From an optimization exercise on the open Yosys and OpenROAD flow, aimed at small area, a short achievable clock period and few clock cycles; shortcuts taken in it are not production practice.
Only simulation tests tie the RTL to the original design; equivalence was not proved.
Power is estimated from default activity; no workload was simulated.

## flow/design.v (module list and top-level ports; edited modules follow where they fit)
// module conv_acc: 1362 lines
// module csa_fa: 4 lines
module conv_acc(
    input         clk,
    input         rst_n,
    input         in_valid,
    input  [31:0] in_data,
    output        in_ready,
    output        out_valid,
    output [19:0] out_data
);
  // ...
==> flow/flow/run.sh <==
#!/bin/bash
set -euo pipefail
export SETUP_SLACK_MARGIN=6.2
export BUFFER_PORTS_ARGS="-buffer_cell sky130_fd_sc_hd__buf_2"
bash standard.sh > standard.log 2>&1
==> flow/standard.sh <==
#!/bin/bash
# synth_recipe.tcl (not shown) runs the flow's synth.tcl, then flattens the netlist and writes it again
# the make line also repeats each setting of config.mk as NAME=value (left out here)
make -C /OpenROAD-flow-scripts/flow DESIGN_CONFIG=/design/flow/config.mk WORK_HOME=/design/flow/orfs CLKGATE_MAP_FILE= SYNTH_SCRIPT=/design/flow/synth_recipe.tcl "${@:-finish}"
==> flow/config.mk <==
export PLATFORM = sky130hd
export DESIGN_NAME = conv_acc
export DESIGN_NICKNAME = conv_acc
export VERILOG_FILES = /design/flow/design.v
export SDC_FILE = /design/flow/constraint.sdc
export NUM_CORES = 4
export LEC_CHECK = 0
export ABC_AREA = 1
export CAP_MARGIN = 20
export CORE_MARGIN = 2
export CORE_UTILIZATION = 65
export CTS_CLUSTER_DIAMETER = 100
export CTS_CLUSTER_SIZE = 24
export PLACE_DENSITY = 0.72
export SLEW_MARGIN = 20
export SYNTH_HIERARCHICAL = 1
export SYNTH_MINIMUM_KEEP_SIZE = 0
==> flow/constraint.sdc <==
create_clock -name core_clock -period 9.0 [get_ports {clk}]
set_input_delay 1.8000 -clock core_clock [delete_from_list [all_inputs] [get_ports {clk}]]
set_output_delay 1.8000 -clock core_clock [all_outputs]
set_load 0.01 [all_outputs]
==> flow_metrics.py, run 1 <==
metrics = {
    "sta": {
        "fmax_mhz": 342,
        "setup_violations": 0,
        "maxSlewViolCount": 0,
        "finalCritPeriodShare_pct": 32.5,
    },
    "power_and_ir_drop": {
        "top_power_group": "registers",
        "switching_share_pct": 34.7,
        "clock_power_share_pct": 19.5,
        "p_sw_uw": 4000,
    },
    "drt": {
        "vias": 24700,
        "via_per_inst": 5.98,
        "top_layer": "met5",
        "wl_met1_um": 38500,
        "ant_nets": 0,
    },
    "clock_network": {
        "clockBufferDepth": 3,
        "clk_pin_slew_worst_paths_ns": 0.11,
        "h-tree-depth": 2,
        "cts_setup_buffers": 9,
        "insertion_delay_ns": 0.63,
    },
    "finish": {
        "nonClockInverterCount": 180,
        "multi_input_area_share_pct": 39.8,
        "clock_cell_area_share_pct": 3.27,
        "drive_gt1_share_pct": 9.24,
        "dominant_cells": "registers",
        "reg_top3": "rx x224, ry x224, o x104",
        "finalNonFillerCells": 4137,
        "multi_input_gates": 2073,
        "final_cell_mix": "839 x nand2_1, 807 x dfxtp_1, 339 x fa_1",
        "layout_commonest_cell": "nand2_1",
    },
    "setup_path": {
        "path_delay_family": "flip-flops",
        "rrSetupSlack_ns": 6.17,
        "crit_arrival_ns": 1.12,
        "crit_path_start": "rdy",
        "path_max_fanout": 1,
        "crit_required_ns": 7.20,
    },
    "grt": {
        "grt_util_all_layers_pct": 37.8,
        "grt_pass1_wl_um": 156000,
    },
    "die": {
        "die_area_mm2": 0.0575,
        "nWellTaps": 748,
        "start_util_pct": 65.6,
    },
    "synth": {
        "synth_top_family_by_area": "adder cells",
        "yosys.area.top_type": "dfxtp_1",
    },
    "outcome": {
        "outcome": "timing/DRC/antenna clean",
    },
    "place": {
        "place_ws_ns": 5.67,
    },
    "min_path": {
        "whs_endpoint": "rx[3][2]",
    },
}
Testbench counts, summed over its fixed seeds: cycles 19,304.
==> inputs of run 2 (changes only) <==
==> flow/flow/run.sh (replaced) <==
#!/bin/bash
set -euo pipefail
export SETUP_SLACK_MARGIN=6.0
export BUFFER_PORTS_ARGS="-buffer_cell sky130_fd_sc_hd__buf_2"
bash standard.sh > standard.log 2>&1
==> run 2 against run 1 <==
Compared with the run above:
- critical path type is now flip-flop to flip-flop
- hold slack got worse by 0.0020 ns
- still clean on timing, DRC and antenna
- critical path depth increased by 4
- cell area down 1.9%
- non-clock buffer count decreased by 45
- register-to-register slack got worse by 0.18 ns
- total power is 1.2% lower
- maximum frequency down 2.8%
- combinational power down 4%
- sequential cell count unchanged
- global-route usage down 0.065 points
==> flow_metrics.py, run 2 <==
metrics = {
    "synth": {
        "synth_top_cells_by_area": "dfxtp_1 46%, fa_1 19%, nand2_1 8.7%",
        "synthMuxAreaShare_pct": 0,
        "synth-warning-count": 9,
        "synth.most_common_cell": "nand2_1",
        "ys_seq_area_share_pct": 54.7,
        "async_reset_ff_share_pct": 3.62,
        "ys_seq_elements": 940,
        "synth_top_family_by_area": "adder cells",
        "synth_compound_area_share_pct": 4.85,
        "synth.distinct_cells": 44,
        "synth_adder_area_share_pct": 21.9,
        "yosys.area_share.xor_xnor_pct": 0.921,
        "synth-edff-count": 80,
        "synth_common_cells": "842 x nand2_1, 826 x dfxtp_1, 343 x fa_1",
        "yosys.area.top_type": "dfxtp_1",
        "synthFlopType": "dfxtp_1",
        "synth_top_area_share_pct": 45.7,
        "synth-simple-area-share_pct": 14.7,
        "synth_area_per_cell_um2": 11.1,
        "synthCells": 3265,
        "syn-cell-area_mm2": 0.0362,
    },
    "clock_network": {
        "clockBufferDepth": 3,
        "clk_pin_slew_worst_paths_ns": 0.11,
        "insertion_delay_ns": 0.63,
        "cts_root_buffer": "clkbuf_16",
        "cts_sinks": 940,
        "h-tree-depth": 2,
        "cts_hold_buf": 0,
        "numCtsBuffers": 45,
        "cts_tree": "done",
    },
    "outcome": {
        "outcome": "timing/DRC/antenna clean",
    },
    "power_and_ir_drop": {
        "vdd_drop_max_mv": 0.221,
        "power_density_mw_per_mm2": 294,
        "leakage_uw": 0.0169,
        "finalPower_uw": 11400,
    },
    "finish": {
        "final_cell_mix": "842 x nand2_1, 822 x dfxtp_1, 343 x fa_1",
        "fill_cells": 3890,
        "area_growth_pct": 6.98,
        "finish.utilization_pct": 70.2,
        "reg_top3": "rx x224, ry x224, o x104",
        "seqCellArea_mm2": 0.0198,
        "finalNonFillerCells": 4094,
        "layout_commonest_cell": "nand2_1",
        "multi_input_area_mm2": 0.0155,
        "nets": 3785,
        "drive_gt1_share_pct": 5.95,
    },
    "sta": {
        "fmax_mhz": 332,
        "fin_setup_tns_ns": 0,
        "fin_ws_ns": 5.99,
        "finalCritPeriodShare_pct": 33.4,
        "slew_headroom_pct": 21.8,
        "finClkSkew_ns": 0.0354,
        "tightest_slew_ns": 1.17,
        "maxSlewViolCount": 0,
        "min_period_ns": 3.01,
        "hold_viol": 0,
        "setup_violations": 0,
        "rsz0062_at_grt": "yes",
    },
    "grt": {
        "gr-total-overflow": 0,
        "grt.busiest_layer": "met2",
        "grt_pass1_vias": 25100,
        "antenna_found_initial": 7,
        "grt_util_all_layers_pct": 37.7,
        "grt_pass1_wl_um": 155000,
        "use_met1_pct": 46.8,
        "use_met3_pct": 8.93,
        "globalRouteMet2Util_pct": 59.6,
        "grt_max_degree": 50,
    },
    "drt": {
        "drc": 0,
        "drt-initial-drc-count": 2707,
        "vias": 24400,
        "via_per_inst": 5.95,
        "ant_nets": 0,
        "firstDrtPassIters": 8,
        "wirelength_um": 106000,
        "wire_per_inst_um": 25.8,
    },
    "die": {
        "ios": 57,
        "die_height_um": 240,
        "core-area_mm2": 0.0551,
        "start_util_pct": 65.6,
        "die_area_mm2": 0.0575,
        "row_count": 86,
        "dieWidth_um": 240,
    },
    "job": {
        "cap_violations": 0,
    },
    "place": {
        "placed_cells": 4024,
        "portBuffers": 56,
        "place_congestion": 1.02,
        "place_ws_ns": 5.67,
        "hpwl_um": 76600,
    },
    "setup_path": {
        "rr_startpoint": "p3_1[7]",
        "r2r-end": "o[90]",
        "rrSetupSlack_ns": 5.99,
        "path_max_fanout": 12,
        "end_kind": "flip-flop",
        "start_kind": "flip-flop",
        "crit_required_ns": 9.47,
        "crit_arrival_ns": 3.48,
        "criticalPathCategory": "flip-flop to flip-flop",
        "reg2reg_depth": 5,
    },
    "min_path": {
        "hold_path.startpoint": "rx[2][2]",
        "min_path_type": "flip-flop to flip-flop",
        "whs_endpoint": "rx[3][2]",
        "hold_depth": 0,
    },
}
==> run 2: cell types whose count changed in the layout (fill, tap and decap cells not counted), sizes merged <==
cell / change
inv: +10
buf: -45
diode: +2
clkinvlp: -10
==> run 2: repair_timing <==
item	CTS	global route
gates resized for setup	9	36
buffers inserted	0	0
pin swaps	0	2
endpoints found under the setup margin	11	45
==> run 2: cells by family (layout without fill, tap and decap cells) <==
logic type | after synthesis | count (layout)
DFF | 940 | 940
xor gates and xnor gates | 38 | 38
buffers and inverters | 274 | 330
and+or+nand+nor | 1313 | 1313
AOI/OAI and AO/OA | 272 | 272
adders and majority gates | 427 | 427
other | 1 | 26
==> run 2: layout make-up <==
type,count,area share [%]
diodes,3,0.0194
clock buffers,63,3.17
clock inverters,4,0.165
inverters,180,1.75
multi-input cells,2073,40.0
flip-flops and latches,940,51.2
well taps,748,2.42
repair buffers,83,1.25
==> run 2: power breakdown <==
part           switching (uW)  internal, uW
Clock                    1290           965
Combinational            2140          1330
Sequential                533          5130
==> run 2: metrics by stage <==
step	hold slack [ns]	cell area, um2
6_report	0.317	38700
5_1_grt	0.330	38700
4_1_cts	0.320	38600
3_5_place_dp	0.312	37300
3_3_place_gp	0.309	37300
2_1_floorplan	0.310	36200
==> run 2: per-layer routing <==
layer	wire length, um	vias to the layer above	share of wire [%]
li1	-	10500	-
met3	11000	448	10
met1	38500	11800	36
met2	47900	1585	45
met4	8230	4	7.8
met5	27	-	0.026
==> run 2: worst max path at each step <==
stage	startpoint	to	slack (ns)	depth (start not counted)
floorplan	in_valid	h1[0]	6.26	4
global placement	in_valid	cm2_1	5.76	6
detailed placement	in_valid	top1	5.67	6
CTS	en[8]	o[108]	6.01	7
global route	en[0]	r1[68]	5.92	7
finish	p3_1[7]	o[90]	5.99	5
==> run 2: Yosys stat by module, one instance, submodules excluded <==
module | times used | cells inside | flip-flops and latches | cell area [um2]
conv_acc | 1 | 2926 | 940 | 29400
csa_fa | 339 | 1 | 0 | 20.0
==> run 2: critical path, cell delays in order, from the launching register on <==
cell,delay [ns]
dfxtp_1,0.31
inv_1,0.68
o221ai_1,0.34
fa_1,0.49
fa_1,0.58
fa_1,0.44
==> inputs of run 3 (changes only) <==
==> flow/flow/run.sh (replaced) <==
#!/bin/bash
set -euo pipefail
export SETUP_SLACK_MARGIN=6.4
export BUFFER_PORTS_ARGS="-buffer_cell sky130_fd_sc_hd__buf_2"
bash standard.sh > standard.log 2>&1
==> run 3 against run 2 <==
Compared with the run above:
- still clean
- sequential power grew 0.7%
- combinational power increased by 15%
- register-to-register slack better by 0.23 ns
- sequential cell count is the same
- hold slack better by 0.0068 ns
- critical path type is now flip-flop to output port
==> flow_metrics.py, run 3 <==
metrics = {
    "setup_path": {
        "cp.buffers_inverters": 1,
        "slowest_stage": "dfrtp_1",
        "path_delay_family": "flip-flops",
        "criticalPathCategory": "flip-flop to output port",
        "slowest_delay_ns": 0.37,
        "r2r-end": "o[111]",
        "crit_arrival_ns": 1.13,
        "rrSetupSlack_ns": 6.22,
        "crit_required_ns": 7.20,
        "start_kind": "flip-flop",
        "crit_path_start": "rdy",
        "path_max_fanout": 1,
        "rr_startpoint": "k2[6]",
        "endpoint": "in_ready",
        "end_kind": "output port",
        "crit_path_cell_trace": "buf_2",
        "crit_cells": 1,
        "reg2reg_depth": 8,
    },
    "synth": {
        "async_reset_ff_share_pct": 3.62,
        "synthFlopType": "dfxtp_1",
        "synth-edff-count": 80,
        "synth_common_cells": "842 x nand2_1, 826 x dfxtp_1, 343 x fa_1",
        "synth_top_area_share_pct": 45.7,
        "synth.most_common_cell": "nand2_1",
        "synthCells": 3265,
        "synth-warning-count": 9,
        "synth_area_per_cell_um2": 11.1,
        "yosys.area.top_type": "dfxtp_1",
        "synth.distinct_cells": 44,
        "ys_seq_area_share_pct": 54.7,
        "ys_seq_elements": 940,
        "synth_top_cells_by_area": "dfxtp_1 46%, fa_1 19%, nand2_1 8.7%",
        "syn-cell-area_mm2": 0.0362,
    },
    "sta": {
        "slew_headroom_pct": 25.4,
        "rsz0062_at_grt": "yes",
        "finClkSkew_ns": 0.0291,
        "maxSlewViolCount": 0,
        "setup_violations": 0,
        "finalCritPeriodShare_pct": 32.6,
        "hold_viol": 0,
        "fin_setup_tns_ns": 0,
        "min_period_ns": 2.93,
        "fmax_mhz": 341,
        "tightest_slew_ns": 1.12,
    },
    "power_and_ir_drop": {
        "finalPower_uw": 12000,
        "leakage_uw": 0.0181,
        "vdd_drop_max_mv": 0.254,
        "power_density_mw_per_mm2": 291,
    },
    "die": {
        "ios": 57,
        "core-area_mm2": 0.0551,
        "start_util_pct": 65.6,
        "die_height_um": 240,
        "row_count": 86,
        "die_area_mm2": 0.0575,
        "dieWidth_um": 240,
    },
    "drt": {
        "ant_nets": 0,
        "top_layer": "met5",
        "drt-initial-drc-count": 3794,
        "firstDrtPassIters": 9,
        "vias": 26800,
        "via_per_inst": 6.28,
        "wl_met1_um": 41300,
        "wirelength_um": 124000,
        "wire_per_inst_um": 29.1,
        "wl_met3_um": 16700,
        "drc": 0,
        "wl_met2_um": 53700,
    },
    "min_path": {
        "min_path_type": "flip-flop to flip-flop",
    },
    "clock_network": {
        "cts_sinks": 940,
        "clockBufferDepth": 3,
        "numCtsBuffers": 46,
        "cts_tree": "done",
        "cts_hold_buf": 0,
        "clk_pin_slew_worst_paths_ns": 0.10,
        "insertion_delay_ns": 0.64,
        "cts_root_buffer": "clkbuf_16",
        "h-tree-depth": 2,
    },
    "grt": {
        "grt_util_all_layers_pct": 42.2,
        "grt_pass1_wl_um": 171000,
        "grt_pass1_vias": 26500,
        "grt_max_degree": 73,
        "antenna_found_initial": 7,
        "gr-total-overflow": 0,
    },
    "finish": {
        "drive_gt1_share_pct": 17.0,
        "nets": 3956,
        "area_growth_pct": 14.5,
        "fill_cells": 3478,
        "reg_top3": "rx x224, ry x224, o x104",
        "final_cell_mix": "799 x dfxtp_1, 795 x nand2_1, 301 x fa_1",
        "layout_commonest_cell": "dfxtp_1",
        "design_area_mm2": 0.0414,
    },
    "place": {
        "place_congestion": 0.987,
        "hpwl_um": 79700,
        "place_area_mm2": 0.0373,
        "portBuffers": 56,
    },
    "job": {
        "cap_violations": 0,
    },
    "outcome": {
        "outcome": "timing/DRC/antenna clean",
    },
}
[run 3: cell type report]
class	count	area [um2]	share of cell area (%)
antenna	7	17.5	0.0423
clock buffer	61	1210	2.92
clock inverter	9	123	0.296
inverter	180	764	1.85
multi-input combinational	2074	16400	39.7
sequential	940	19900	48.0
tap	748	936	2.26
timing repair buffer	252	2070	5.00
[run 3: layer usage]
| metal | global-route usage [%] | vias to the layer above |
|---|---|---|
| met3 | 14.5 | 798 |
| met4 | 30.3 | 8 |
| met5 | 0.779 | - |
| li1 | - | 10900 |
| met1 | 50.5 | 12800 |
| met2 | 63.8 | 2350 |
[run 3: how the worst min path moves through the flow]
stage | from | end | slack (ns) | depth (start not counted)
3_5_place_dp | ry[7][0] | ry[8][0] | 0.31 | 0
3_3_place_gp | rx[7][6] | rx[8][6] | 0.31 | 0
4_1_cts | ry[17][6] | ry[18][6] | 0.33 | 0
2_1_floorplan | fin[20] | o2[20] | 0.31 | 0
5_1_grt | rx[13][7] | rx[14][7] | 0.33 | 0
6_report | rx[13][7] | rx[14][7] | 0.32 | 0
[run 3: repair_timing]
action / 4_1_cts / 5_1_grt
endpoints found under the setup margin: 128 / 112
setup buffers: 85 / 76
hold endpoints to repair: 0 / 0
cloned: 3 / 2
pin swaps: 64 / 110
resized for setup: 232 / 161
[run 3: per-module statistics from Yosys, one instance, submodules excluded]
| module | cells inside | area [um2] |
|---|---|---|
| csa_fa | 1 | 20.0 |
| conv_acc | 2926 | 29400 |
[run 3: worst register-to-register path: cells and delay by family, from the launching register on]
kind	cells	cell delay, ns
adder cells (fa/ha/maj)	3	1.54
buffers and inverters	1	0.14
flip-flops	1	0.49
AND/OR/NAND/NOR	4	0.52
[run 3: stage by stage]
step,hold WS (ns),std cells,setup slack (ns),utilization [%]
final,0.323,4271,6.07,75.1
after global placement,0.310,4028,5.73,67.8
after global routing,0.328,4265,6.01,75.1
after detailed placement,0.312,4028,5.64,67.8
after CTS,0.327,4186,6.05,72.9
after floorplan,0.310,3287,6.37,-
[run 3: cell families (layout without fill, tap and decap cells)]
logic type                 Yosys count  in the layout  share of synthesized area [%]
other                                1             30                         0.0104
AOI/OAI and AO/OA                  272            273                           4.85
and+or+nand+nor                   1313           1313                           14.7
DFF                                940            940                           54.7
buffers and inverters              274            502                           2.92
xor gates and xnor gates            38             38                          0.921
adders and majority gates          427            427                           21.9
[run 3: power breakdown]
part	leakage (uW)	internal [uW]	switching [uW]	total (uW)
Sequential	0.00792	5140	566	5700
Combinational	0.00949	1540	2460	4000
Clock	0.000636	969	1370	2340
==> inputs of run 4 (changes only) <==
==> flow/flow/run.sh (replaced) <==
#!/bin/bash
set -euo pipefail
export SETUP_SLACK_MARGIN=6.2
export BUFFER_PORTS_ARGS="-buffer_cell sky130_fd_sc_hd__buf_2"
bash standard.sh > standard.log 2>&1
--- a/flow/config.mk
+++ b/flow/config.mk
@@ -10,6 +10,6 @@
 export CORE_MARGIN = 2
-export CORE_UTILIZATION = 65
+export CORE_UTILIZATION = 55
 export CTS_CLUSTER_DIAMETER = 100
 export CTS_CLUSTER_SIZE = 24
-export PLACE_DENSITY = 0.72
+export PLACE_DENSITY = 0.65
 export SLEW_MARGIN = 20
==> run 4 against run 3 <==
Compared with the run above:
- largest cell class unchanged
- critical path type unchanged
- hold slack barely moved
- still clean
- synthesized cell count unchanged
- via count is 11% lower
==> flow_metrics.py, run 4 <==
metrics = {
    "drt": {
        "ant_nets": 0,
        "via_per_inst": 5.60,
        "drc": 0,
        "wirelength_um": 106000,
        "vias": 23800,
        "drt-initial-drc-count": 2632,
        "firstDrtPassIters": 9,
        "wire_per_inst_um": 24.9,
    },
    "synth": {
        "synth.distinct_cells": 44,
        "synthCells": 3265,
        "synth_adder_area_share_pct": 21.9,
        "synthFlopType": "dfxtp_1",
        "synth_common_cells": "842 x nand2_1, 826 x dfxtp_1, 343 x fa_1",
        "yosys.area.top_type": "dfxtp_1",
        "async_reset_ff_share_pct": 3.62,
        "ys_seq_area_share_pct": 54.7,
        "synth_top_cells_by_area": "dfxtp_1 46%, fa_1 19%, nand2_1 8.7%",
        "synth_area_per_cell_um2": 11.1,
        "synth.most_common_cell": "nand2_1",
        "syn-cell-area_mm2": 0.0362,
        "synth-warning-count": 9,
        "yosys.area_share.xor_xnor_pct": 0.921,
        "synth_top_area_share_pct": 45.7,
        "synth_compound_area_share_pct": 4.85,
        "synthMuxAreaShare_pct": 0,
        "synth_top_family_by_area": "adder cells",
        "synth-simple-area-share_pct": 14.7,
        "synth-edff-count": 80,
        "ys_seq_elements": 940,
    },
    "place": {
        "placed_cells": 4133,
        "hpwl_um": 78400,
        "place_congestion": 0.994,
        "portBuffers": 56,
        "place_ws_ns": 5.59,
    },
    "setup_path": {
        "crit_arrival_ns": 1.13,
        "crit_cells": 1,
        "crit_path_cell_trace": "buf_2",
        "crit_required_ns": 7.20,
        "cp.buffers_inverters": 1,
        "slowest_delay_ns": 0.36,
        "start_kind": "flip-flop",
        "path_max_fanout": 1,
        "reg2reg_depth": 5,
        "path_delay_family": "flip-flops",
        "criticalPathCategory": "flip-flop to output port",
        "end_kind": "output port",
        "slowest_stage": "dfrtp_1",
    },
    "power_and_ir_drop": {
        "leakage_uw": 0.0173,
        "vdd_drop_max_mv": 0.234,
        "power_density_mw_per_mm2": 290,
    },
    "sta": {
        "hold_viol": 0,
        "tightest_slew_ns": 1.10,
        "setup_violations": 0,
        "fmax_mhz": 341,
        "finClkSkew_ns": 0.0277,
        "min_period_ns": 2.93,
        "fin_ws_ns": 6.07,
        "rsz0062_at_grt": "yes",
        "slew_headroom_pct": 26.8,
        "fin_setup_tns_ns": 0,
        "maxSlewViolCount": 0,
        "finalCritPeriodShare_pct": 32.6,
    },
    "die": {
        "die_height_um": 260,
        "row_count": 93,
        "die_area_mm2": 0.0678,
        "start_util_pct": 55.9,
        "dieWidth_um": 260,
        "ios": 57,
        "core-area_mm2": 0.0647,
    },
    "grt": {
        "grt_util_all_layers_pct": 31.6,
        "gr-total-overflow": 0,
        "antenna_found_initial": 5,
        "grt_pass1_vias": 23900,
        "grt_pass1_wl_um": 155000,
        "grt_max_degree": 73,
    },
    "finish": {
        "area_growth_pct": 10.0,
        "finish.utilization_pct": 61.5,
        "finalNonFillerCells": 4249,
        "reg_top3": "rx x224, ry x224, o x104",
        "layout_commonest_cell": "nand2_1",
        "drive_gt1_share_pct": 9.70,
        "nets": 3830,
        "final_cell_mix": "836 x nand2_1, 802 x dfxtp_1, 341 x fa_1",
    },
    "clock_network": {
        "clockBufferDepth": 3,
        "cts_sinks": 940,
        "numCtsBuffers": 48,
        "cts_root_buffer": "clkbuf_16",
        "insertion_delay_ns": 0.64,
        "h-tree-depth": 2,
        "cts_tree": "done",
        "cts_hold_buf": 0,
        "clk_pin_slew_worst_paths_ns": 0.09,
    },
    "outcome": {
        "outcome": "timing/DRC/antenna clean",
    },
    "min_path": {
        "hold_depth": 0,
        "min_path_type": "flip-flop to flip-flop",
    },
    "job": {
        "cap_violations": 0,
    },
}
-- run 4: cell counts after synthesis --
Identical to the previous run, type by type.
-- run 4: cell type report --
type / instances / area, um2
well taps: 855 / 1070
flip-flops and latches: 940 / 19800
clock buffers: 63 / 1290
multi-input cells: 2074 / 15800
repair buffers: 124 / 936
diodes: 1 / 2.50
clock inverters: 12 / 156
fillers: 5210 / 24900
inverters: 180 / 739
-- run 4: per-stage QoR --
step | total power, uW | area [um2] | hold WS, ns
final | 11600 | 39800 | 0.324
after CTS | 11500 | 39200 | 0.326
after global placement | 8910 | 37400 | 0.310
after floorplan | 7600 | 36200 | 0.310
after global routing | 12200 | 39800 | 0.335
after detailed placement | 9060 | 37400 | 0.312
-- run 4: logic make-up (layout without fill, tap and decap cells) --
family                   after synthesis  after routing
buffers and inverters                274            379
AO/OA/AOI/OAI                        272            273
other                                  1             24
adder cells (fa/ha/maj)              427            427
AND/OR/NAND/NOR                     1313           1313
flip-flops                           940            940
XOR/XNOR                              38             38
-- run 4: worst paths after layout --
kind / start / endpoint / slack [ns]
max: rdy / in_ready / 6.07
min: rx[17][6] / rx[18][6] / 0.32
max reg2reg: p3_1[6] / o[108] / 6.17
min reg2reg: rx[17][6] / rx[18][6] / 0.32
max in group asynchronous: rst_n / wl1 / 7.25
min in group asynchronous: rst_n / row[4] / 1.22
-- run 4: timing repair --
action | in CTS | in global routing
buffers inserted | 12 | 27
gates resized for setup | 83 | 93
pin swaps | 4 | 27
setup endpoints to repair | 103 | 86
gates cloned | 0 | 1
-- run 4: power by group --
part	total, uW	internal, uW	leakage (uW)	switching [uW]
Clock	2410	1040	0.000704	1370
Sequential	5660	5140	0.00792	526
Combinational	3480	1370	0.00864	2110
Total	11600	7550	0.0173	4000
-- run 4: per-layer routing --
metal | wire length, um | global-route usage (%)
met4 | 6420 | 16.3
met3 | 9090 | 5.91
met2 | 48400 | 50.3
met1 | 42100 | 41.6
met5 | 0 | 0
-- run 4: per-module statistics from Yosys (local to each module, per instance) --
module,flops+latches,copies in the design,cell area [um2],cells
csa_fa,0,339,20.0,1
conv_acc,940,1,29400,2926

## what the ideal ports hide
How much do the figures lean on ideal ports? The routed layouts below were timed once more, with nothing changed but the port constraints.
Step 1 sets driving cells, clkbuf_16 on the clock port and buf_2 on the other inputs (assumed; they add their load-dependent delay and slew).
Step 2 also shifts input and output timing later by t, the mid clock arrival at the registers, as if the neighbouring blocks saw the same clock.
Slacks: ideal ports / drivers / drivers and shift; pairs: ideal ports / drivers.
| run | shift t [ns] | setup WS [ns] | hold slack, ns | worst setup path at the end | worst data-port slew with drivers (ns) |
|---|---|---|---|---|---|
| run 1 | 0.668 | 6.076 / 6.017 / 5.719 | 0.319 / 0.319 / 0.319 | input to register | 0.03 |
| run 2 | 0.674 | 5.992 / 5.992 / 5.676 | 0.317 / 0.317 / 0.317 | input to register | 0.03 |
| run 3 | 0.690 | 6.069 / 6.007 / 5.836 | 0.323 / 0.323 / 0.323 | input to register | 0.03 |
| run 4 | 0.695 | 6.070 / 6.003 / 5.799 | 0.324 / 0.324 / 0.324 | input to register | 0.03 |
After both steps setup and hold are still met in every run listed. For run 1, which loses most, drivers alone change the setup slack by -0.059 ns; drivers and shift together by -0.357 ns.
